From an optimization exercise on the open Yosys and OpenROAD flow, aimed at small area; shortcuts taken in it are not production practice. RTL that was checked went through simulation tests only; none was proved equivalent to the original. For runs 1 and 2, only the layout was checked, not whether the RTL still works. No activity file was given, so power comes from the tool's default toggle rates.

`run.sh`:
```
#!/bin/bash
# synth_recipe.tcl (not shown) runs the flow's synth.tcl, then flattens the netlist and writes it again
# the make line also repeats each setting of config.mk as NAME=value (left out here)
make -C /OpenROAD-flow-scripts/flow DESIGN_CONFIG=/design/flow/config.mk WORK_HOME=/design/flow/orfs CLKGATE_MAP_FILE= SYNTH_SCRIPT=/design/flow/synth_recipe.tcl finish
```
`config.mk`:
```
export PLATFORM = sky130hd
export DESIGN_NAME = float_multiply
export DESIGN_NICKNAME = float_multiply
export VERILOG_FILES = /design/flow/design.v
export SDC_FILE = /design/flow/constraint.sdc
export NUM_CORES = 4
export LEC_CHECK = 0
export CAP_MARGIN = 20
export CORE_MARGIN = 2
export CORE_UTILIZATION = 50
export CTS_BUF_LIST = sky130_fd_sc_hd__clkbuf_8
export SLEW_MARGIN = 20
export SYNTH_HIERARCHICAL = 1
```
`constraint.sdc`:
```
create_clock -name core_clock -period 10.0 [get_ports {clk}]
set_input_delay 2.0000 -clock core_clock [delete_from_list [all_inputs] [get_ports {clk}]]
set_output_delay 2.0000 -clock core_clock [all_outputs]
set_load 0.01 [all_outputs]
```
`design.v`:
```
module fa (a, b, c, s, co);
input a, b, c;
output s, co;
assign s = a ^ b ^ c;
assign co = (a & b) | (a & c) | (b & c);
endmodule
module ha (a, b, s, co);
input a, b;
output s, co;
assign s = a ^ b;
assign co = a & b;
endmodule
module float_multiply (clk, reset, IN1, IN2, OUT);
input clk, reset;
input [31:0] IN1, IN2;
output [31:0] OUT;
reg [31:0] X1;
reg [31:0] X2;
reg [2:0]  stage;
reg [25:0] acc;    
reg        cf;     
wire changed = (IN1 != X1) || (IN2 != X2);
wire st0 = (stage == 3'd0);
wire st7 = (stage == 3'd7);
reg [3:0] digit;
always @(*) begin
    case (stage)
        3'd1: digit = X2[3:0];
        3'd2: digit = X2[7:4];
        3'd3: digit = X2[11:8];
        3'd4: digit = X2[15:12];
        3'd5: digit = X2[19:16];
        default: digit = {1'b1, X2[22:20]};
    endcase
end
wire [23:0] ma = {1'b1, X1[22:0]};
wire [23:0] pp0 = ma & {24{digit[0]}};
wire [23:0] pp1 = ma & {24{digit[1]}};
wire [23:0] pp2 = ma & {24{digit[2]}};
wire [23:0] pp3 = ma & {24{digit[3]}};
wire fs0;
wire fc0;
wire fs1;
wire fc1;
wire fs2;
wire fc2;
wire hs0;
wire hc0;
wire fs3;
wire fc3;
wire hs1;
wire hc1;
wire fs4;
wire fc4;
wire hs2;
wire hc2;
wire fs5;
wire fc5;
wire hs3;
wire hc3;
wire fs6;
wire fc6;
wire hs4;
wire hc4;
wire fs7;
wire fc7;
wire hs5;
wire hc5;
wire fs8;
wire fc8;
wire hs6;
wire hc6;
wire fs9;
wire fc9;
wire fs10;
wire fc10;
wire fs11;
wire fc11;
wire hs7;
wire hc7;
wire fs12;
wire fc12;
wire hs8;
wire hc8;
wire fs13;
wire fc13;
wire hs9;
wire hc9;
wire fs14;
wire fc14;
wire hs10;
wire hc10;
wire fs15;
wire fc15;
wire hs11;
wire hc11;
wire fs16;
wire fc16;
wire hs12;
wire hc12;
wire fs17;
wire fc17;
wire hs13;
wire hc13;
wire fs18;
wire fc18;
wire hs14;
wire hc14;
wire fs19;
wire fc19;
wire hs15;
wire hc15;
wire fs20;
wire fc20;
wire hs16;
wire hc16;
wire fs21;
wire fc21;
wire hs17;
wire hc17;
wire fs22;
wire fc22;
wire hs18;
wire hc18;
wire fs23;
wire fc23;
wire hs19;
wire hc19;
wire fs24;
wire fc24;
wire fs25;
wire fc25;
wire fs26;
wire fc26;
wire fs27;
wire fc27;
wire fs28;
wire fc28;
wire fs29;
wire fc29;
wire fs30;
wire fc30;
wire fs31;
wire fc31;
wire fs32;
wire fc32;
wire fs33;
wire fc33;
wire fs34;
wire fc34;
wire fs35;
wire fc35;
wire fs36;
wire fc36;
wire fs37;
wire fc37;
wire fs38;
wire fc38;
wire fs39;
wire fc39;
wire fs40;
wire fc40;
wire fs41;
wire fc41;
wire fs42;
wire fc42;
wire fs43;
wire fc43;
wire fs44;
wire fc44;
wire fs45;
wire fc45;
wire fs46;
wire fc46;
wire fs47;
wire fc47;
wire fs48;
wire fc48;
wire fs49;
wire fc49;
wire fs50;
wire fc50;
wire fs51;
wire fc51;
wire fs52;
wire fc52;
wire fs53;
wire fc53;
wire fs54;
wire fc54;
wire fs55;
wire fc55;
wire fs56;
wire fc56;
wire fs57;
wire fc57;
wire fs58;
wire fc58;
wire fs59;
wire fc59;
wire fs60;
wire fc60;
wire fs61;
wire fc61;
wire fs62;
wire fc62;
wire fs63;
wire fc63;
wire fs64;
wire fc64;
wire fs65;
wire fc65;
wire fs66;
wire fc66;
wire fs67;
wire fc67;
wire fs68;
wire fc68;
wire fs69;
wire fc69;
wire fs70;
wire fc70;
wire fs71;
wire fc71;
wire hs20;
wire hc20;
wire hs21;
wire hc21;
wire hs22;
wire hc22;
wire fs72;
wire fc72;
wire hs23;
wire hc23;
wire fs73;
wire fc73;
wire fs74;
wire fc74;
wire fs75;
wire fc75;
wire fs76;
wire fc76;
wire fs77;
wire fc77;
wire fs78;
wire fc78;
wire fs79;
wire fc79;
wire fs80;
wire fc80;
wire fs81;
wire fc81;
wire hs24;
wire hc24;
wire fs82;
wire fc82;
wire fs83;
wire fc83;
wire fs84;
wire fc84;
wire fs85;
wire fc85;
wire fs86;
wire fc86;
wire fs87;
wire fc87;
wire fs88;
wire fc88;
wire fs89;
wire fc89;
wire fs90;
wire fc90;
wire hs25;
wire hc25;
wire hs26;
wire hc26;
wire hs27;
wire hc27;
wire hs28;
wire hc28;
fa u_fa0 (.a(acc[3]), .b(pp0[1]), .c(pp1[0]), .s(fs0), .co(fc0));
fa u_fa1 (.a(acc[4]), .b(pp0[2]), .c(pp1[1]), .s(fs1), .co(fc1));
fa u_fa2 (.a(acc[5]), .b(pp0[3]), .c(pp1[2]), .s(fs2), .co(fc2));
ha u_ha0 (.a(pp2[1]), .b(pp3[0]), .s(hs0), .co(hc0));
fa u_fa3 (.a(acc[6]), .b(pp0[4]), .c(pp1[3]), .s(fs3), .co(fc3));
ha u_ha1 (.a(pp2[2]), .b(pp3[1]), .s(hs1), .co(hc1));
fa u_fa4 (.a(acc[7]), .b(pp0[5]), .c(pp1[4]), .s(fs4), .co(fc4));
ha u_ha2 (.a(pp2[3]), .b(pp3[2]), .s(hs2), .co(hc2));
fa u_fa5 (.a(acc[8]), .b(pp0[6]), .c(pp1[5]), .s(fs5), .co(fc5));
ha u_ha3 (.a(pp2[4]), .b(pp3[3]), .s(hs3), .co(hc3));
fa u_fa6 (.a(acc[9]), .b(pp0[7]), .c(pp1[6]), .s(fs6), .co(fc6));
ha u_ha4 (.a(pp2[5]), .b(pp3[4]), .s(hs4), .co(hc4));
fa u_fa7 (.a(acc[10]), .b(pp0[8]), .c(pp1[7]), .s(fs7), .co(fc7));
ha u_ha5 (.a(pp2[6]), .b(pp3[5]), .s(hs5), .co(hc5));
fa u_fa8 (.a(acc[11]), .b(pp0[9]), .c(pp1[8]), .s(fs8), .co(fc8));
ha u_ha6 (.a(pp2[7]), .b(pp3[6]), .s(hs6), .co(hc6));
fa u_fa9 (.a(acc[12]), .b(pp0[10]), .c(pp1[9]), .s(fs9), .co(fc9));
fa u_fa10 (.a(pp2[8]), .b(pp3[7]), .c(cf), .s(fs10), .co(fc10));
fa u_fa11 (.a(acc[13]), .b(pp0[11]), .c(pp1[10]), .s(fs11), .co(fc11));
ha u_ha7 (.a(pp2[9]), .b(pp3[8]), .s(hs7), .co(hc7));
fa u_fa12 (.a(acc[14]), .b(pp0[12]), .c(pp1[11]), .s(fs12), .co(fc12));
ha u_ha8 (.a(pp2[10]), .b(pp3[9]), .s(hs8), .co(hc8));
fa u_fa13 (.a(acc[15]), .b(pp0[13]), .c(pp1[12]), .s(fs13), .co(fc13));
ha u_ha9 (.a(pp2[11]), .b(pp3[10]), .s(hs9), .co(hc9));
fa u_fa14 (.a(acc[16]), .b(pp0[14]), .c(pp1[13]), .s(fs14), .co(fc14));
ha u_ha10 (.a(pp2[12]), .b(pp3[11]), .s(hs10), .co(hc10));
fa u_fa15 (.a(acc[17]), .b(pp0[15]), .c(pp1[14]), .s(fs15), .co(fc15));
ha u_ha11 (.a(pp2[13]), .b(pp3[12]), .s(hs11), .co(hc11));
fa u_fa16 (.a(acc[18]), .b(pp0[16]), .c(pp1[15]), .s(fs16), .co(fc16));
ha u_ha12 (.a(pp2[14]), .b(pp3[13]), .s(hs12), .co(hc12));
fa u_fa17 (.a(acc[19]), .b(pp0[17]), .c(pp1[16]), .s(fs17), .co(fc17));
ha u_ha13 (.a(pp2[15]), .b(pp3[14]), .s(hs13), .co(hc13));
fa u_fa18 (.a(acc[20]), .b(pp0[18]), .c(pp1[17]), .s(fs18), .co(fc18));
ha u_ha14 (.a(pp2[16]), .b(pp3[15]), .s(hs14), .co(hc14));
fa u_fa19 (.a(acc[21]), .b(pp0[19]), .c(pp1[18]), .s(fs19), .co(fc19));
ha u_ha15 (.a(pp2[17]), .b(pp3[16]), .s(hs15), .co(hc15));
fa u_fa20 (.a(acc[22]), .b(pp0[20]), .c(pp1[19]), .s(fs20), .co(fc20));
ha u_ha16 (.a(pp2[18]), .b(pp3[17]), .s(hs16), .co(hc16));
fa u_fa21 (.a(acc[23]), .b(pp0[21]), .c(pp1[20]), .s(fs21), .co(fc21));
ha u_ha17 (.a(pp2[19]), .b(pp3[18]), .s(hs17), .co(hc17));
fa u_fa22 (.a(acc[24]), .b(pp0[22]), .c(pp1[21]), .s(fs22), .co(fc22));
ha u_ha18 (.a(pp2[20]), .b(pp3[19]), .s(hs18), .co(hc18));
fa u_fa23 (.a(acc[25]), .b(pp0[23]), .c(pp1[22]), .s(fs23), .co(fc23));
ha u_ha19 (.a(pp2[21]), .b(pp3[20]), .s(hs19), .co(hc19));
fa u_fa24 (.a(pp1[23]), .b(pp2[22]), .c(pp3[21]), .s(fs24), .co(fc24));
fa u_fa25 (.a(fc0), .b(fs1), .c(pp2[0]), .s(fs25), .co(fc25));
fa u_fa26 (.a(fc1), .b(fs2), .c(hs0), .s(fs26), .co(fc26));
fa u_fa27 (.a(fc2), .b(hc0), .c(fs3), .s(fs27), .co(fc27));
fa u_fa28 (.a(fc3), .b(hc1), .c(fs4), .s(fs28), .co(fc28));
fa u_fa29 (.a(fc4), .b(hc2), .c(fs5), .s(fs29), .co(fc29));
fa u_fa30 (.a(fc5), .b(hc3), .c(fs6), .s(fs30), .co(fc30));
fa u_fa31 (.a(fc6), .b(hc4), .c(fs7), .s(fs31), .co(fc31));
fa u_fa32 (.a(fc7), .b(hc5), .c(fs8), .s(fs32), .co(fc32));
fa u_fa33 (.a(fc8), .b(hc6), .c(fs9), .s(fs33), .co(fc33));
fa u_fa34 (.a(fc9), .b(fc10), .c(fs11), .s(fs34), .co(fc34));
fa u_fa35 (.a(fc11), .b(hc7), .c(fs12), .s(fs35), .co(fc35));
fa u_fa36 (.a(fc12), .b(hc8), .c(fs13), .s(fs36), .co(fc36));
fa u_fa37 (.a(fc13), .b(hc9), .c(fs14), .s(fs37), .co(fc37));
fa u_fa38 (.a(fc14), .b(hc10), .c(fs15), .s(fs38), .co(fc38));
fa u_fa39 (.a(fc15), .b(hc11), .c(fs16), .s(fs39), .co(fc39));
fa u_fa40 (.a(fc16), .b(hc12), .c(fs17), .s(fs40), .co(fc40));
fa u_fa41 (.a(fc17), .b(hc13), .c(fs18), .s(fs41), .co(fc41));
fa u_fa42 (.a(fc18), .b(hc14), .c(fs19), .s(fs42), .co(fc42));
fa u_fa43 (.a(fc19), .b(hc15), .c(fs20), .s(fs43), .co(fc43));
fa u_fa44 (.a(fc20), .b(hc16), .c(fs21), .s(fs44), .co(fc44));
fa u_fa45 (.a(fc21), .b(hc17), .c(fs22), .s(fs45), .co(fc45));
fa u_fa46 (.a(fc22), .b(hc18), .c(fs23), .s(fs46), .co(fc46));
fa u_fa47 (.a(fc23), .b(hc19), .c(fs24), .s(fs47), .co(fc47));
fa u_fa48 (.a(fc24), .b(pp2[23]), .c(pp3[22]), .s(fs48), .co(fc48));
fa u_fa49 (.a(fc26), .b(fs27), .c(hs1), .s(fs49), .co(fc49));
fa u_fa50 (.a(fc27), .b(fs28), .c(hs2), .s(fs50), .co(fc50));
fa u_fa51 (.a(fc28), .b(fs29), .c(hs3), .s(fs51), .co(fc51));
fa u_fa52 (.a(fc29), .b(fs30), .c(hs4), .s(fs52), .co(fc52));
fa u_fa53 (.a(fc30), .b(fs31), .c(hs5), .s(fs53), .co(fc53));
fa u_fa54 (.a(fc31), .b(fs32), .c(hs6), .s(fs54), .co(fc54));
fa u_fa55 (.a(fc32), .b(fs33), .c(fs10), .s(fs55), .co(fc55));
fa u_fa56 (.a(fc33), .b(fs34), .c(hs7), .s(fs56), .co(fc56));
fa u_fa57 (.a(fc34), .b(fs35), .c(hs8), .s(fs57), .co(fc57));
fa u_fa58 (.a(fc35), .b(fs36), .c(hs9), .s(fs58), .co(fc58));
fa u_fa59 (.a(fc36), .b(fs37), .c(hs10), .s(fs59), .co(fc59));
fa u_fa60 (.a(fc37), .b(fs38), .c(hs11), .s(fs60), .co(fc60));
fa u_fa61 (.a(fc38), .b(fs39), .c(hs12), .s(fs61), .co(fc61));
fa u_fa62 (.a(fc39), .b(fs40), .c(hs13), .s(fs62), .co(fc62));
fa u_fa63 (.a(fc40), .b(fs41), .c(hs14), .s(fs63), .co(fc63));
fa u_fa64 (.a(fc41), .b(fs42), .c(hs15), .s(fs64), .co(fc64));
fa u_fa65 (.a(fc42), .b(fs43), .c(hs16), .s(fs65), .co(fc65));
fa u_fa66 (.a(fc43), .b(fs44), .c(hs17), .s(fs66), .co(fc66));
fa u_fa67 (.a(fc44), .b(fs45), .c(hs18), .s(fs67), .co(fc67));
fa u_fa68 (.a(fc45), .b(fs46), .c(hs19), .s(fs68), .co(fc68));
fa u_fa69 (.a(fc68), .b(fc46), .c(fs47), .s(fs69), .co(fc69));
fa u_fa70 (.a(fc69), .b(fc47), .c(fs48), .s(fs70), .co(fc70));
fa u_fa71 (.a(fc70), .b(fc48), .c(pp3[23]), .s(fs71), .co(fc71));
ha u_ha20 (.a(acc[2]), .b(pp0[0]), .s(hs20), .co(hc20));
ha u_ha21 (.a(fs0), .b(hc20), .s(hs21), .co(hc21));
ha u_ha22 (.a(fs25), .b(hc21), .s(hs22), .co(hc22));
fa u_fa72 (.a(fc25), .b(fs26), .c(hc22), .s(fs72), .co(fc72));
ha u_ha23 (.a(fs49), .b(fc72), .s(hs23), .co(hc23));
fa u_fa73 (.a(fc49), .b(fs50), .c(hc23), .s(fs73), .co(fc73));
fa u_fa74 (.a(fc50), .b(fs51), .c(fc73), .s(fs74), .co(fc74));
fa u_fa75 (.a(fc51), .b(fs52), .c(fc74), .s(fs75), .co(fc75));
fa u_fa76 (.a(fc52), .b(fs53), .c(fc75), .s(fs76), .co(fc76));
fa u_fa77 (.a(fc53), .b(fs54), .c(fc76), .s(fs77), .co(fc77));
fa u_fa78 (.a(fc54), .b(fs55), .c(fc77), .s(fs78), .co(fc78));
fa u_fa79 (.a(fc55), .b(fs56), .c(fc78), .s(fs79), .co(fc79));
fa u_fa80 (.a(fc56), .b(fs57), .c(fc79), .s(fs80), .co(fc80));
fa u_fa81 (.a(fc57), .b(fs58), .c(fc80), .s(fs81), .co(fc81));
ha u_ha24 (.a(fc58), .b(fs59), .s(hs24), .co(hc24));
fa u_fa82 (.a(fc59), .b(fs60), .c(hc24), .s(fs82), .co(fc82));
fa u_fa83 (.a(fc60), .b(fs61), .c(fc82), .s(fs83), .co(fc83));
fa u_fa84 (.a(fc61), .b(fs62), .c(fc83), .s(fs84), .co(fc84));
fa u_fa85 (.a(fc62), .b(fs63), .c(fc84), .s(fs85), .co(fc85));
fa u_fa86 (.a(fc63), .b(fs64), .c(fc85), .s(fs86), .co(fc86));
fa u_fa87 (.a(fc64), .b(fs65), .c(fc86), .s(fs87), .co(fc87));
fa u_fa88 (.a(fc65), .b(fs66), .c(fc87), .s(fs88), .co(fc88));
fa u_fa89 (.a(fc66), .b(fs67), .c(fc88), .s(fs89), .co(fc89));
fa u_fa90 (.a(fc67), .b(fs68), .c(fc89), .s(fs90), .co(fc90));
ha u_ha25 (.a(fs69), .b(fc90), .s(hs25), .co(hc25));
ha u_ha26 (.a(fs70), .b(hc25), .s(hs26), .co(hc26));
ha u_ha27 (.a(fs71), .b(hc26), .s(hs27), .co(hc27));
ha u_ha28 (.a(fc71), .b(hc27), .s(hs28), .co(hc28));
wire [27:0] sum = {hs28, hs27, hs26, hs25, fs90, fs89, fs88, fs87, fs86, fs85, fs84, fs83, fs82, hs24, fs81, fs80, fs79, fs78, fs77, fs76, fs75, fs74, fs73, hs23, fs72, hs22, hs21, hs20};
wire cf_n = fc81;
always @(posedge clk) begin
    if (reset || (st7 && changed))
        stage <= 3'd0;
    else if (!st7)
        stage <= stage + 3'd1;
    if (st0) begin
        X1 <= IN1;
        X2 <= IN2;
    end
    if (st0) begin
        acc <= 26'd0;
        cf <= 1'b0;
    end else if (!st7) begin
        acc <= sum[27:2];
        cf <= cf_n;
    end
end
wire [25:0] t = acc + {cf, 12'd0};
wire p47 = t[25];
wire [22:0] v = p47 ? t[24:2] : t[23:1];
wire rb = p47 ? t[1] : t[0];
wire [22:0] frac = v + rb;
wire [7:0] expo = X1[30:23] + X2[30:23] + 8'd129 + p47;
wire zero = (X1[30:0] == 31'd0) || (X2[30:0] == 31'd0);
assign OUT = (st7 && !zero) ? {X1[31] ^ X2[31], expo, frac} : 32'd0;
endmodule
```
==> impl_metrics.toml, run 1 <==
[timing]
maxClockFrequency_mhz = 111.9
hold_viol = 0
tightestPinTransition_ns = 0.9480
grt_setup_unrepaired = "false"
finalWorstSetupSlack_ns = 1.066
setup-violations-final = 0
slew-limit-headroom = 0.3680
max_transition_viols_final = 0
timing.final.crit_share = 0.8934
finalSetupTns_ns = 0
worst_hold_slack_ns = 0.5193
layout_min_cycle_time_ns = 8.934
finClkSkew_ns = 0.01524

[clock_network]
clk_buf_depth = 2
clockRootBuffer = "clkbuf_8"
cts.hold.buffers_added = 0
clock_insertion_delay_worst_skew_ns = 0.40
clock_sink_count = 94
postCtsSetupRepairBufs = 0
cts_inserted_buffers = 9
cts.htree.levels = 3
tritoncts_clock_tree = "done"
clkTransAtPathRegs_ns = 0.11
ctsResizeCount = 0

[routing]
detailroute.via_count = 6851
via_per_inst = 5.911
drc = 0
drt_pre_antenna_iters = 5
route.detailed.wl_per_inst_um = 20.14
routed_wirelength_um = 23350
detail_route.iter0.violations = 454
route.antenna.remaining_nets = 0

[flow_run]
max_cap_viol_count = 0

[pwr]
fin_total_pwr_mw = 2.638
power_leakage_nw = 3.833
power_per_cell_area_nw_per_um2 = 257.1
vdd_ir_drop_max_uv = 160.7

[final_layout]
final_layout_net_count = 1139
final_area_um2 = 10260
syn_to_final_growth_pct = 14.86
final.fill_count = 1493
layout-drive-gt1-share = 0.04497
finalCoreUtilization = 0.5911
num_antenna_cells = 0
final_cell_count_no_fill = 1159

[setup_path]
crit-reg2reg-launch = "stage[2]$_SDFFE_PP0N_"
worst_ep_arrival_time_ns = 9.19
cpMaxStageDelayCell = "dfxtp_1"
r2r_slack_ns = 1.07
cp-start-kind = "register"
path_class = "register to register"
worstPathRequired_ns = 10.25
crit_fanout = 24
critical_path.most_common_cell = "fa_1"
end_kind = "register"
crit_start = "stage[2]$_SDFFE_PP0N_"
cp_num_buf_inv = 1
cpPeakStageDelay_ns = 0.69
cpLargestDelayFamily = "adder cells"

[logic_synthesis]
synth-edff-count = 64
ys_top_cells_by_area = "edfxtp_1, fa_1, ha_1"
yosysWarningCount = 7
postSynth.asyncResetShare = 0
yosysTopAreaCell = "edfxtp_1"
synth_fp_nets = 1066
synth_sequential_area_ratio = 0.2824
synth.top_cell.area_share = 0.2152
syn_inst = 856
summed_instance_area_of_the_synthesized_netlist_um2 = 8932
synth_cell_type_count = 69
synth-main-ff-cell = "edfxtp_1"
synth.ff_latch_count = 94
syn-mean-instance-area_um2 = 10.43

[grt]
grt_pass1_vias = 6916
global_route.overflow_total = 0
grt.total_usage = 0.2606
grt_antenna_before_repair = 0
grt_first_pass_wirelength_um = 37130
grt_max_degree = 78

[die]
floorplan.initialDensity = 0.5146
die-area_um2 = 18950
die_h_um = 137.7
fp.dieW_um = 137.7
placement_row_count = 48
design.core.area_um2 = 17360
top_level_ports = 98

[placement]
dp.cells = 1143
replace_congestion = 0.8931
placed_area_um2 = 10080
dp_hpwl_um = 18250
dp_slack_ns = 1.156
port_buffers = 97

[run_status]
result_of_the_run = "timing/DRC/antenna clean"

[min_path]
min-delay-path-class = "register to register"
min-delay-start = "acc[0]$_SDFFE_PN0N_"
-- cells in the mapped netlist, drive strengths merged, types with 3 or more instances --
master / instances
nor2b: 26
xor2: 50
mux2i: 31
o211ai: 6
clkbuf: 33
a31oi: 5
and4: 4
edfxtp: 64
and3: 7
a22o: 3
xnor2: 39
a22oi: 4
nand3: 26
nand2: 40
a21oi: 17
o22ai: 5
o21ai: 21
dfxtp: 30
a211oi: 5
nor4: 29
fa: 92
a221oi: 3
a21o: 6
inv: 16
a311oi: 3
and2: 71
nand2b: 4
o21a: 4
nor2: 75
nor3b: 5
buf: 10
ha: 52
nor3: 18
nand4: 20
-- final timing paths --
kind | to | cells after the start
hold / removal | acc[0]$_SDFFE_PN0N_ | 2
hold reg to reg | acc[0]$_SDFFE_PN0N_ | 2
setup / recovery | acc[25]$_SDFFE_PN0N_ | 26
setup reg to reg | acc[25]$_SDFFE_PN0N_ | 26
-- state kept, by name (all words and copies together), names as in the netlist --
register,flops
X1,32
X2,32
acc,26
stage,3
cf,1
-- layer usage --
metal / track usage / vias up / routed length (µm)
met4: 0.06987 / 0 / 384
met2: 0.4292 / 244 / 11260
met3: 0.03422 / 26 / 1101
li1: - / 3178 / -
met5: 0 / - / 0
met1: 0.3639 / 3403 / 10600
-- power breakdown --
| part | switching, mW | internal [mW] |
|---|---|---|
| registers | 0.165 | 0.518 |
| logic | 0.880 | 0.824 |
| clock network | 0.158 | 0.0935 |
-- modules after synthesis (local to each module, per instance) --
| module | flip-flops and latches | times used |
|---|---|---|
| ha | 0 | 29 |
| fa | 0 | 91 |
| float_multiply | 94 | 1 |
-- cell type report --
class	instances	area, µm²	area share
multi-input cells	703	6183	0.6027
clock inverters	7	57.56	0.005610
flip-flops and latches	94	2522	0.2459
repair buffers	105	1031	0.1005
inverters	16	60.06	0.005854
well taps	225	281.5	0.02744
clock buffers	9	123.9	0.01207
-- placed cells by master (no fill, tap or decap), types with 3 or more instances in the layout --
master	instances
nor2b_1	25
edfxtp_1	64
nor4_1	28
a22o_1	3
a21oi_1	17
nor3_1	16
dfxtp_1	30
a22oi_1	4
nand4_1	18
and3_1	6
o21a_1	4
buf_4	8
ha_1	51
xor2_1	50
clkdlybuf4s50_1	97
clkinvlp_4	3
clkbuf_8	9
a21o_1	6
mux2i_1	31
xnor2_1	37
nand2b_1	4
inv_1	16
and2_1	71
o22ai_1	5
o211ai_1	6
a211oi_1	5
o21ai_0	20
a31oi_1	5
nand2_1	39
nor3b_1	5
nand3_1	25
a311oi_1	3
fa_1	92
nor2_1	75
a221oi_1	3
and4_1	4
-- logic make-up (layout without fill, tap and decap cells) --
family / count (synthesis) / count (layout) / share of synthesized area
AO/OA/AOI/OAI: 106 / 106 / 0.08391
XOR/XNOR: 89 / 89 / 0.08895
adder cells (fa/ha/maj): 144 / 144 / 0.2790
buffers and inverters: 59 / 137 / 0.02731
flip-flops: 94 / 94 / 0.2824
multiplexers: 31 / 31 / 0.03474
AND/OR/NAND/NOR: 333 / 333 / 0.2037
-- worst reg2reg max path, cell delays in order (launching register included) --
cell and delay (ns):
dfxtp_1 0.69, inv_1 0.13, ha_1 0.29, a211oi_1 0.22, o21ai_0 0.29, o2111ai_1 0.18
o21a_1 0.65, and2_1 0.27, fa_1 0.44, fa_1 0.53, fa_1 0.43, ha_1 0.20
fa_1 0.38, fa_1 0.39, fa_1 0.39, fa_1 0.39, fa_1 0.38, fa_1 0.38
fa_1 0.39, fa_1 0.39, fa_1 0.38, ha_1 0.19, ha_1 0.18, ha_1 0.18
ha_1 0.27, mux2i_1 0.12, nor2_1 0.05
==> run 2, diff against run 1 <==
==> flow/run.sh (new file) <==
#!/bin/bash
# Standard layout, with the port buffers made from the smallest buffer cell.
set -euo pipefail
bash standard.sh BUFFER_PORTS_ARGS="-buffer_cell sky130_fd_sc_hd__buf_1" finish > flow.log 2>&1
==> standard.sh (new file) <==
#!/bin/bash
# synth_recipe.tcl (not shown) runs the flow's synth.tcl, then flattens the netlist and writes it again
# the make line also repeats each setting of config.mk as NAME=value (left out here)
make -C /OpenROAD-flow-scripts/flow DESIGN_CONFIG=/design/flow/config.mk WORK_HOME=/design/flow/orfs CLKGATE_MAP_FILE= SYNTH_SCRIPT=/design/flow/synth_recipe.tcl "${@:-finish}"
removed: run.sh
==> impl_metrics.toml, run 2 <==
[die]
fp.dieW_um = 137.7
placement_row_count = 48
die-area_um2 = 18950
die_h_um = 137.7
design.core.area_um2 = 17360
top_level_ports = 98
floorplan.initialDensity = 0.5146

[timing]
finClkSkew_ns = 0.01466
max_transition_viols_final = 0
layout_min_cycle_time_ns = 8.941
timing.final.crit_share = 0.8941
tightestPinTransition_ns = 1.017
maxClockFrequency_mhz = 111.8
grt_setup_unrepaired = "false"
setup-violations-final = 0
finalSetupTns_ns = 0
hold_viol = 0
slew-limit-headroom = 0.3197

[min_path]
hold-path-cell-count = 2
worst_hold_path.endpoint = "acc[0]$_SDFFE_PN0N_"
min-delay-start = "acc[0]$_SDFFE_PN0N_"
min-delay-path-class = "register to register"

[routing]
detail_route.iter0.violations = 441
route.antenna.remaining_nets = 0
drc = 0
via_per_inst = 5.807
drt_pre_antenna_iters = 5
route.detailed.wl_per_inst_um = 20.20
routed_wirelength_um = 23410
detailroute.via_count = 6730

[pwr]
internal_power_contribution_mw = 1.471
share_seq_of_total_power = 0.255
clock_power_share = 0.113
vdd_ir_drop_max_uv = 211.2
share_comb_of_total_power = 0.633
power_leakage_nw = 3.610
net_switching_mw = 1.214
switching_share = 0.4521
power_per_cell_area_nw_per_um2 = 276.8

[final_layout]
final_layout_net_count = 1139
final.fill_count = 1548
commonest_cells_after_routing_fill_and_taps_aside = "buf_1, fa_1, nor2_1"
syn_to_final_growth_pct = 8.587
num_antenna_cells = 0
final_cell_count_no_fill = 1159
largest_regs = "X1 x32, X2 x32, acc x26"
layout-drive-gt1-share = 0.04604
mostFrequentLayoutCell = "buf_1"

[logic_synthesis]
summed_instance_area_of_the_synthesized_netlist_um2 = 8932
yosysWarningCount = 7
synth_fp_nets = 1066
ys_top_cells_by_area = "edfxtp_1, fa_1, ha_1"
syn_inst = 856
yosysTopAreaCell = "edfxtp_1"
synth_cell_type_count = 69
synth.ff_latch_count = 94
yosys.cell_count.top_type = "fa_1"
synth.top_cell.area_share = 0.2152
syn-mean-instance-area_um2 = 10.43
synth-main-ff-cell = "edfxtp_1"
synth_sequential_area_ratio = 0.2824
list_of_most_frequent_post_synthesis_cells = "fa_1, nor2_1, and2_1"
postSynth.asyncResetShare = 0
synth-edff-count = 64

[setup_path]
cpPeakStageDelay_ns = 0.73
crit-reg2reg-launch = "stage[2]$_SDFFE_PP0N_"
cpMaxStageDelayCell = "o21a_1"
crit_fanout = 24
critical_path.most_common_cell = "fa_1"
cpLargestDelayFamily = "adder cells"
reg2regPathDepth = 26
path_class = "register to register"
cp-start-kind = "register"
end_kind = "register"
worstPathRequired_ns = 10.26
cp_num_buf_inv = 1
worst_ep_arrival_time_ns = 9.20
r2r_end = "acc[25]$_SDFFE_PN0N_"
r2r_slack_ns = 1.06

[clock_network]
clock_insertion_delay_worst_skew_ns = 0.39
ctsResizeCount = 0
cts_inserted_buffers = 9
clockRootBuffer = "clkbuf_8"
clock_sink_count = 94
postCtsSetupRepairBufs = 0
tritoncts_clock_tree = "done"
clk_buf_depth = 2
cts.htree.levels = 3
clkTransAtPathRegs_ns = 0.11
cts.hold.buffers_added = 0

[grt]
grt.total_usage = 0.2576
grt_first_pass_wirelength_um = 36570
grt_max_degree = 47
grt_antenna_before_repair = 0
global_route.overflow_total = 0
grt_pass1_vias = 6707

[placement]
dp_hpwl_um = 18230
replace_congestion = 0.8571
dp.cells = 1143
port_buffers = 97

[flow_run]
max_cap_viol_count = 0

[run_status]
result_of_the_run = "timing/DRC/antenna clean"
## run 2: cell counts after synthesis
No cell type changed its count.
## run 2: cell type report
class,count,area (µm²),share of cell area
multi-input cells,703,6183,0.6375
clock buffers,9,123.9,0.01277
clock inverters,7,103.9,0.01071
well taps,225,281.5,0.02902
flip-flops and latches,94,2522,0.2601
inverters,16,60.06,0.006192
repair buffers,105,424.2,0.04373
## run 2: per-stage QoR
step / utilization / setup slack [ns] / total power, mW / cell area, µm² / hold WS, ns
after global routing: 0.5588 / 0.6596 / 2.997 / 9699 / 0.5813
after floorplan: - / 2.097 / 2.011 / 8932 / 0.4632
after global placement: 0.5456 / 1.358 / 2.345 / 9469 / 0.4803
after CTS: 0.5587 / 1.078 / 2.717 / 9697 / 0.5304
final: 0.5588 / 1.059 / 2.685 / 9699 / 0.5258
after detailed placement: 0.5456 / 1.140 / 2.408 / 9469 / 0.5047
## run 2: worst max-delay path by stage
stage / slack [ns] / to / cells past startpoint / start
3_5_place_dp: 1.14 / acc[25]$_SDFFE_PN0N_ / 26 / stage[2]$_SDFFE_PP0N_
2_1_floorplan: 2.10 / acc[25]$_SDFFE_PN0N_ / 28 / stage[0]$_SDFFE_PP0N_
6_report: 1.06 / acc[25]$_SDFFE_PN0N_ / 26 / stage[2]$_SDFFE_PP0N_
4_1_cts: 1.08 / acc[25]$_SDFFE_PN0N_ / 26 / stage[2]$_SDFFE_PP0N_
5_1_grt: 0.66 / acc[25]$_SDFFE_PN0N_ / 26 / stage[2]$_SDFFE_PP0N_
3_3_place_gp: 1.36 / acc[25]$_SDFFE_PN0N_ / 26 / stage[2]$_SDFFE_PP0N_
## run 2: per-module statistics from Yosys, one instance, submodules excluded
module,area [µm²],flip-flops and latches,times used
ha,12.51,0,29
float_multiply,6748,94,1
fa,20.02,0,91
## run 2: logic make-up (layout without fill, tap and decap cells)
group                      Yosys count  count (layout)  synth area share
AOI/OAI and AO/OA                  106             106           0.08391
DFF                                 94              94            0.2824
buffers and inverters               59             137           0.02731
xor gates and xnor gates            89              89           0.08895
muxes                               31              31           0.03474
and+or+nand+nor                    333             333            0.2037
adders and majority gates          144             144            0.2790
## run 2: power groups by stage
stage / sequential [mW] / combinational, mW / clock (mW)
3_3_place_gp: 0.687 / 1.66 / 0
3_5_place_dp: 0.691 / 1.72 / 0
2_1_floorplan: 0.597 / 1.41 / 0
6_report: 0.684 / 1.70 / 0.302
4_1_cts: 0.682 / 1.73 / 0.307
5_1_grt: 0.703 / 1.97 / 0.322
## run 2: routing by layer
layer / part of all wire / global-route usage
met4: 0.017 / 0.06701
met1: 0.45 / 0.3610
met3: 0.055 / 0.03385
met5: 0 / 0
met2: 0.48 / 0.4234
## run 2: worst register-to-register path: cells and delay by family (launching register included)
family	cells	cell delay (ns)
flops	1	0.70
compound gates	4	1.36
simple gates	2	0.31
buf+inv	1	0.13
mux	1	0.13
fa+ha+maj	18	6.18
==> run 3, diff against run 2 <==
--- a/design.v
+++ b/design.v
@@ -419,8 +419,58 @@
 end
-wire [25:0] t = acc + {cf, 12'd0};
-wire p47 = t[25];
-wire [22:0] v = p47 ? t[24:2] : t[23:1];
-wire rb = p47 ? t[1] : t[0];
-wire [22:0] frac = v + rb;
-wire [7:0] expo = X1[30:23] + X2[30:23] + 8'd129 + p47;
+wire p47 = acc[25] ^ (cf & (&acc[24:12]));
+wire [25:0] u;
+wire [26:0] uc;
+wire np47 = ~p47;
+ha u_t0 (.a(acc[0]), .b(np47), .s(u[0]), .co(uc[1]));
+fa u_t1 (.a(acc[1]), .b(p47), .c(uc[1]), .s(u[1]), .co(uc[2]));
+ha u_t2 (.a(acc[2]), .b(uc[2]), .s(u[2]), .co(uc[3]));
+ha u_t3 (.a(acc[3]), .b(uc[3]), .s(u[3]), .co(uc[4]));
+ha u_t4 (.a(acc[4]), .b(uc[4]), .s(u[4]), .co(uc[5]));
+ha u_t5 (.a(acc[5]), .b(uc[5]), .s(u[5]), .co(uc[6]));
+ha u_t6 (.a(acc[6]), .b(uc[6]), .s(u[6]), .co(uc[7]));
+ha u_t7 (.a(acc[7]), .b(uc[7]), .s(u[7]), .co(uc[8]));
+ha u_t8 (.a(acc[8]), .b(uc[8]), .s(u[8]), .co(uc[9]));
+ha u_t9 (.a(acc[9]), .b(uc[9]), .s(u[9]), .co(uc[10]));
+ha u_t10 (.a(acc[10]), .b(uc[10]), .s(u[10]), .co(uc[11]));
+ha u_t11 (.a(acc[11]), .b(uc[11]), .s(u[11]), .co(uc[12]));
+fa u_t12 (.a(acc[12]), .b(cf), .c(uc[12]), .s(u[12]), .co(uc[13]));
+ha u_t13 (.a(acc[13]), .b(uc[13]), .s(u[13]), .co(uc[14]));
+ha u_t14 (.a(acc[14]), .b(uc[14]), .s(u[14]), .co(uc[15]));
+ha u_t15 (.a(acc[15]), .b(uc[15]), .s(u[15]), .co(uc[16]));
+ha u_t16 (.a(acc[16]), .b(uc[16]), .s(u[16]), .co(uc[17]));
+ha u_t17 (.a(acc[17]), .b(uc[17]), .s(u[17]), .co(uc[18]));
+ha u_t18 (.a(acc[18]), .b(uc[18]), .s(u[18]), .co(uc[19]));
+ha u_t19 (.a(acc[19]), .b(uc[19]), .s(u[19]), .co(uc[20]));
+ha u_t20 (.a(acc[20]), .b(uc[20]), .s(u[20]), .co(uc[21]));
+ha u_t21 (.a(acc[21]), .b(uc[21]), .s(u[21]), .co(uc[22]));
+ha u_t22 (.a(acc[22]), .b(uc[22]), .s(u[22]), .co(uc[23]));
+ha u_t23 (.a(acc[23]), .b(uc[23]), .s(u[23]), .co(uc[24]));
+ha u_t24 (.a(acc[24]), .b(uc[24]), .s(u[24]), .co(uc[25]));
+ha u_t25 (.a(acc[25]), .b(uc[25]), .s(u[25]), .co(uc[26]));
+wire [22:0] frac = p47 ? u[24:2] : u[23:1];
+wire [7:0] ex = X1[30:23];
+wire [7:0] ey = X2[30:23];
+wire [7:0] es;
+wire [8:0] ec;
+assign ec[0] = p47;
+fa u_e0 (.a(ex[0]), .b(ey[0]), .c(ec[0]), .s(es[0]), .co(ec[1]));
+fa u_e1 (.a(ex[1]), .b(ey[1]), .c(ec[1]), .s(es[1]), .co(ec[2]));
+fa u_e2 (.a(ex[2]), .b(ey[2]), .c(ec[2]), .s(es[2]), .co(ec[3]));
+fa u_e3 (.a(ex[3]), .b(ey[3]), .c(ec[3]), .s(es[3]), .co(ec[4]));
+fa u_e4 (.a(ex[4]), .b(ey[4]), .c(ec[4]), .s(es[4]), .co(ec[5]));
+fa u_e5 (.a(ex[5]), .b(ey[5]), .c(ec[5]), .s(es[5]), .co(ec[6]));
+fa u_e6 (.a(ex[6]), .b(ey[6]), .c(ec[6]), .s(es[6]), .co(ec[7]));
+fa u_e7 (.a(ex[7]), .b(ey[7]), .c(ec[7]), .s(es[7]), .co(ec[8]));
+wire [7:0] ei;
+wire [8:0] eic;
+assign eic[0] = 1'b1;
+ha u_ei0 (.a(es[0]), .b(eic[0]), .s(ei[0]), .co(eic[1]));
+ha u_ei1 (.a(es[1]), .b(eic[1]), .s(ei[1]), .co(eic[2]));
+ha u_ei2 (.a(es[2]), .b(eic[2]), .s(ei[2]), .co(eic[3]));
+ha u_ei3 (.a(es[3]), .b(eic[3]), .s(ei[3]), .co(eic[4]));
+ha u_ei4 (.a(es[4]), .b(eic[4]), .s(ei[4]), .co(eic[5]));
+ha u_ei5 (.a(es[5]), .b(eic[5]), .s(ei[5]), .co(eic[6]));
+ha u_ei6 (.a(es[6]), .b(eic[6]), .s(ei[6]), .co(eic[7]));
+ha u_ei7 (.a(es[7]), .b(eic[7]), .s(ei[7]), .co(eic[8]));
+wire [7:0] expo = {~ei[7], ei[6:0]};
 wire zero = (X1[30:0] == 31'd0) || (X2[30:0] == 31'd0);
==> impl_metrics.toml, run 3 <==
[die]
design.core.area_um2 = 15830
die_h_um = 130.9
top_level_ports = 98
floorplan.initialDensity = 0.5083
fp.dieW_um = 130.9
die-area_um2 = 17120
placement_row_count = 46

[logic_synthesis]
yosysWarningCount = 7
synth-main-ff-cell = "edfxtp_1"
yosysTopAreaCell = "fa_1"
syn_inst = 653
ys_top_cells_by_area = "fa_1, edfxtp_1, ha_1"
synth.top_cell.area_share = 0.2513
synth-edff-count = 64
synth.ff_latch_count = 94
synth_cell_type_count = 45
summed_instance_area_of_the_synthesized_netlist_um2 = 8045
yosys.cell_count.top_type = "fa_1"
syn-mean-instance-area_um2 = 12.32
postSynth.asyncResetShare = 0
list_of_most_frequent_post_synthesis_cells = "fa_1, and2_1, ha_1"
synth_fp_nets = 886
synth_sequential_area_ratio = 0.3135

[setup_path]
worstPathRequired_ns = 8.00
worst_ep_arrival_time_ns = 7.22
cpMaxStageDelayCell = "nor4_2"
crit_fanout = 4
critical_path.most_common_cell = "ha_1"
cp-start-kind = "register"
reg2regPathDepth = 26
end_kind = "primary output"
r2r_slack_ns = 1.35
r2r_end = "acc[25]$_SDFFE_PN0N_"
crit-reg2reg-launch = "stage[1]$_SDFFE_PP0N_"
path_class = "register to primary output"
cpPeakStageDelay_ns = 0.52

[timing]
finalSetupTns_ns = 0
slew-limit-headroom = 0.3101
layout_min_cycle_time_ns = 9.221
tightestPinTransition_ns = 1.033
maxClockFrequency_mhz = 108.5
finClkSkew_ns = 0.01930
grt_setup_unrepaired = "false"
setup-violations-final = 0
max_transition_viols_final = 0
hold_viol = 0
timing.final.crit_share = 0.9221

[pwr]
power_leakage_nw = 3.542
power_per_cell_area_nw_per_um2 = 289.8
switching_share = 0.4281
internal_power_contribution_mw = 1.466
share_comb_of_total_power = 0.638
clock_power_share = 0.116
vdd_ir_drop_max_uv = 128.2
fin_total_pwr_mw = 2.563
share_seq_of_total_power = 0.246
net_switching_mw = 1.097

[clock_network]
clkTransAtPathRegs_ns = 0.11
cts.hold.buffers_added = 0
cts_inserted_buffers = 9
clock_insertion_delay_worst_skew_ns = 0.40
tritoncts_clock_tree = "done"
clk_buf_depth = 2
clock_sink_count = 94
clockRootBuffer = "clkbuf_8"
postCtsSetupRepairBufs = 0
ctsResizeCount = 0
cts.htree.levels = 3

[placement]
dp_hpwl_um = 15540
port_buffers = 97
replace_congestion = 0.9238
placed_area_um2 = 8617
dp.cells = 951

[grt]
global_route.peak_usage_layer = "met2"
met1_global_route_usage = 0.3426
grt_pass1_vias = 5590
global_route.overflow_total = 0
grt.total_usage = 0.2438
met2_track_demand_over_resource_in_global_routing = 0.3851
grt_max_degree = 55
grt_first_pass_wirelength_um = 30710
grt_antenna_before_repair = 0
m3_gr_usage = 0.03176

[min_path]
hold-path-cell-count = 2
min-delay-path-class = "register to register"
min-delay-start = "acc[0]$_SDFFE_PN0N_"
worst_hold_path.endpoint = "acc[0]$_SDFFE_PN0N_"

[final_layout]
final.fill_count = 1401
final_layout_net_count = 979
final_cell_count_no_fill = 967
layout-drive-gt1-share = 0.04527
final_area_um2 = 8842
syn_to_final_growth_pct = 9.907
num_antenna_cells = 0
largest_regs = "X1 x32, X2 x32, acc x26"
mostFrequentLayoutCell = "fa_1"
commonest_cells_after_routing_fill_and_taps_aside = "fa_1, buf_1, and2_1"

[routing]
drc = 0
detailroute.via_count = 5256
drt_pre_antenna_iters = 4
route.detailed.wl_per_inst_um = 20.06
route.antenna.remaining_nets = 0
via_per_inst = 5.435
routed_wirelength_um = 19390
detail_route.iter0.violations = 339

[run_status]
result_of_the_run = "timing/DRC/antenna clean"

[flow_run]
max_cap_viol_count = 0
## run 3: cell types whose count changed in the layout (fill, tap and decap cells not counted), sizes merged, moves of 17 or more
cell	previous run	this run
xnor2	39	66
nand3	26	0
nand2	40	8
o21ai	21	4
xor2	50	0
mux2i	31	50
## run 3: worst max-delay path: cells and delay by family (launching register included)
kind                       cells  cell delay (ns)
adders and majority gates     24             5.01
and+or+nand+nor                3             0.77
DFF                            1             0.45
buffers and inverters          2             0.26
xor gates and xnor gates       1             0.19
muxes                          1             0.14
## run 3: area by class of cell
cell class | instances | area, µm² | share of cell area
inverters | 13 | 48.80 | 0.005519
repair buffers | 105 | 424.2 | 0.04797
clock buffers | 9 | 123.9 | 0.01401
flip-flops and latches | 94 | 2522 | 0.2853
well taps | 216 | 270.3 | 0.03056
clock inverters | 7 | 101.3 | 0.01146
multi-input cells | 523 | 5351 | 0.6052
## run 3: cells by family after synthesis
logic type,after synthesis,synth area share
flip-flops,94,0.3135
AO/OA/AOI/OAI,25,0.02644
AND/OR/NAND/NOR,214,0.1462
adder cells (fa/ha/maj),167,0.3540
multiplexers,50,0.06221
buffers and inverters,36,0.02442
other,1,0.0004661
XOR/XNOR,66,0.07278
## run 3: worst max-delay path by stage
stage,start,end,slack (ns),depth (start not counted)
finish,acc[24]$_SDFFE_PN0N_,OUT[22],0.78,31
global route,acc[24]$_SDFFE_PN0N_,OUT[22],0.46,31
CTS,acc[24]$_SDFFE_PN0N_,OUT[22],0.73,31
detailed placement,acc[24]$_SDFFE_PN0N_,OUT[22],1.19,31
global placement,acc[24]$_SDFFE_PN0N_,OUT[22],1.29,31
floorplan,acc[24]$_SDFFE_PN0N_,OUT[22],1.77,31
## run 3: layer usage
metal / wire, µm / part of all wire
met4: 662 / 0.034
met3: 756 / 0.039
met5: 0 / 0
met1: 8908 / 0.46
met2: 9066 / 0.47
## run 3: through the flow
step,utilization,setup WS [ns],hold slack [ns]
floorplan,-,1.772,0.4702
global placement,0.5444,1.288,0.4905
detailed placement,0.5444,1.187,0.5055
CTS,0.5587,0.7290,0.5344
global route,0.5587,0.4594,0.5653
finish,0.5587,0.7795,0.5334
## run 3: power groups by stage
stage	Clock, mW	Combinational [mW]	Sequential (mW)
2_1_floorplan	0	1.30	0.599
3_3_place_gp	0	1.63	0.641
3_5_place_dp	0	1.67	0.642
4_1_cts	0.305	1.68	0.633
5_1_grt	0.320	1.92	0.647
6_report	0.297	1.63	0.631
## run 3: modules after synthesis, one instance, submodules excluded
module / area (µm²) / copies in the design / cells inside / flip-flops and latches
fa: 20.02 / 101 / 1 / 0
float_multiply: 5273 / 1 / 492 / 94
ha: 12.51 / 60 / 1 / 0

==> port drivers added, routing unchanged <==
No port has a modelled driver above. Below, the same layouts with a new extraction and two added sets of constraints.
Step 1: set_driving_cell puts a clkbuf_16 on clk and a buf_2 on each other input, an assumption about the parent block.
Step 2 moves the port delays by t, midway between the first and last clock arrival at a register: inputs arrive t later, outputs are due t later. That takes back most of the time a late clock gives input paths.
Slacks: ideal / step 1 / step 2; pairs: ideal / step 1.
run	t, ns	slack for setup (ns)	worst setup path after step 2	worst data-port slew with drivers (ns)
run 1	0.429	1.066 / 1.066 / 1.066	register to register	0.06
run 2	0.427	1.059 / 1.059 / 1.059	register to register	0.06
run 3	0.428	0.779 / 0.740 / 1.168	register to output	0.06
After both steps every run listed still meets setup and hold.
